What follows belongs to an exercise in optimizing a design on an open flow for small area and a short achievable clock period; a production flow would make more cautious choices.

==> flow/design.v <==
module alu_top (
  input  wire        clk,
  input  wire [31:0] X,
  input  wire [31:0] Y,
  input  wire [3:0]  CONTROL,
  output reg  [31:0] RESULTADO,
  output reg         ZERO
);
  reg  [31:0] x_q, y_q;
  reg  [3:0]  ctrl_q;
  wire [31:0] res;
  wire        zero;
  always @(posedge clk) begin
    x_q       <= X;
    y_q       <= Y;
    ctrl_q    <= CONTROL;
    RESULTADO <= res;
    ZERO      <= zero;
  end
  ALU u_alu (
    .X(x_q),
    .Y(y_q),
    .RESULTADO(res),
    .ZERO(zero),
    .CONTROL(ctrl_q)
  );
endmodule

module ALU (X, Y, RESULTADO, ZERO, CONTROL);
input logic signed [31:0] X, Y;
input logic [3:0] CONTROL;
output logic [31:0] RESULTADO;
output logic ZERO;
logic op_add, op_sub, op_slt, op_sltu, op_and, op_or, op_xor, op_y;
logic op_sll, op_srl, op_sra, op_sge, op_eq;
assign op_add  = (CONTROL == 4'b0000);
assign op_sub  = (CONTROL == 4'b0111);
assign op_slt  = (CONTROL == 4'b0100);
assign op_sltu = (CONTROL == 4'b1100);
assign op_and  = (CONTROL == 4'b0010);
assign op_or   = (CONTROL == 4'b0001);
assign op_xor  = (CONTROL == 4'b1001);
assign op_y    = (CONTROL == 4'b0110);
assign op_sll  = (CONTROL == 4'b1000);
assign op_srl  = (CONTROL == 4'b1010);
assign op_sra  = (CONTROL == 4'b1110);
assign op_sge  = (CONTROL == 4'b1011);
assign op_eq   = (CONTROL == 4'b1111);
logic        inv;
logic [31:0] yb, sum;
logic [32:0] c;
assign inv = op_sub | op_slt | op_sltu | op_sge;
assign yb  = Y ^ {32{inv}};
assign c[0] = inv;
logic [31:0] g0, p0;
assign g0 = X & yb;
assign p0 = X ^ yb;
logic [31:0] gk [0:5];
logic [31:0] pk [0:5];
assign gk[0] = g0;
assign pk[0] = p0;
genvar i, l;
generate
  for (l = 0; l < 5; l = l + 1) begin : lvl
    for (i = 0; i < 32; i = i + 1) begin : bit_
      if (i >= (1 << l)) begin : comb_
        assign gk[l+1][i] = gk[l][i] | (pk[l][i] & gk[l][i - (1 << l)]);
        assign pk[l+1][i] = pk[l][i] & pk[l][i - (1 << l)];
      end else begin : pass_
        assign gk[l+1][i] = gk[l][i];
        assign pk[l+1][i] = pk[l][i];
      end
    end
  end
  for (i = 0; i < 32; i = i + 1) begin : carry_
    assign c[i+1] = gk[5][i] | (pk[5][i] & c[0]);
  end
endgenerate
assign sum = p0 ^ c[31:0];
logic ltu, lts, eq;
assign ltu = (~X[31] & Y[31]) | (~(X[31] ^ Y[31]) & ~c[31]);
assign lts = ( X[31] & ~Y[31]) | (~(X[31] ^ Y[31]) & ~c[31]);
logic [31:0] xy_xor;
assign xy_xor = X ^ Y;
assign eq = ~|xy_xor;
logic cmp;
assign cmp = (op_slt & lts) | (op_sltu & ltu) | (op_sge & ~lts) | (op_eq & eq);
logic [31:0] xr, sin;
generate
  for (i = 0; i < 32; i = i + 1) begin : rev_
    assign xr[i] = X[31 - i];
  end
endgenerate
assign sin = op_sll ? xr : X;
logic fill, big;
assign fill = op_sra & X[31];
assign big  = |Y[31:5];
logic [31:0] s1, s2, s4, s8, s16, sh;
assign s1  = Y[0] ? {fill, sin[31:1]}        : sin;
assign s2  = Y[1] ? {{2{fill}}, s1[31:2]}    : s1;
assign s4  = Y[2] ? {{4{fill}}, s2[31:4]}    : s2;
assign s8  = Y[3] ? {{8{fill}}, s4[31:8]}    : s4;
assign s16 = Y[4] ? {{16{fill}}, s8[31:16]}  : s8;
assign sh  = big ? {32{fill}} : s16;
logic [31:0] shr;
generate
  for (i = 0; i < 32; i = i + 1) begin : rev2_
    assign shr[i] = sh[31 - i];
  end
endgenerate
logic [31:0] res;
assign res = ({32{op_add | op_sub}} & sum)
           | ({32{op_and}} & (X & Y))
           | ({32{op_or}}  & (X | Y))
           | ({32{op_xor}} & xy_xor)
           | ({32{op_y}}   & Y)
           | ({32{op_srl | op_sra}} & sh)
           | ({32{op_sll}} & shr)
           | {31'b0, cmp};
assign RESULTADO = res;
assign ZERO = ~|res;
endmodule
clock: 5.0 ns
lec_check: 0
cap_margin: 20
core_margin: 2
core_utilization: 40
slew_margin: 20
run.sh (not shown) runs the stock make flow with config.mk's settings and CLKGATE_MAP_FILE= SYNTH_SCRIPT=/design/flow/synth_recipe.tcl, a recipe that flattens the netlist after the stock synthesis.
The first run completed with no timing, DRC or antenna violations.
Next try:
- ABC_CLOCK_PERIOD_IN_PS: default -> 3000
- CORE_UTILIZATION: 40 -> 60
- SETUP_SLACK_MARGIN: default -> 2.0
=>
- The changed run failed in 5_1_grt with GRT-0232
- synthesized area is unchanged
- synthesized cell count stays the same
Next try:
- ABC_CLOCK_PERIOD_IN_PS: 3000 -> default
- CORE_UTILIZATION: 60 -> 40
- This time the run ran to the end with no violations
- area after synthesis is unchanged
- synthesized cell count stays the same
Next try:
- ABC_AREA: default -> 1
=> The new run finished with timing, DRC and antenna clean. Worst hold slack loses 89 ps. Via count increases by 19%. Worst setup slack gains 1200 ps.
No functional check of the RTL was part of any run of this note.

## separate check: timing with driven ports
The results above use ideal ports. As a check the final layouts listed here were re-extracted and re-timed, cells and wires unchanged. Step 1 assumes that a clkbuf_16 drives the clock port and a buf_2 every other input. Step 2, shift: input delay + t, output delay - t, t = (earliest + latest rising clock arrival at the registers) / 2. This alone moves slack from input paths to output paths. Three values: ideal, step 1, step 2; two values: the first two.
run	t, ns	setup slack, ns	latest minus earliest clock arrival (ns)	cell pins on the clock port's net
the first run	0.406	0.252 / 0.252 / 0.252	0.010 / 0.010	1
the third run	0.408	0.361 / 0.361 / 0.361	0.012 / 0.012	1
the fourth run	0.408	1.521 / 1.521 / 1.521	0.017 / 0.018	1
After both steps every run listed still meets setup and hold.
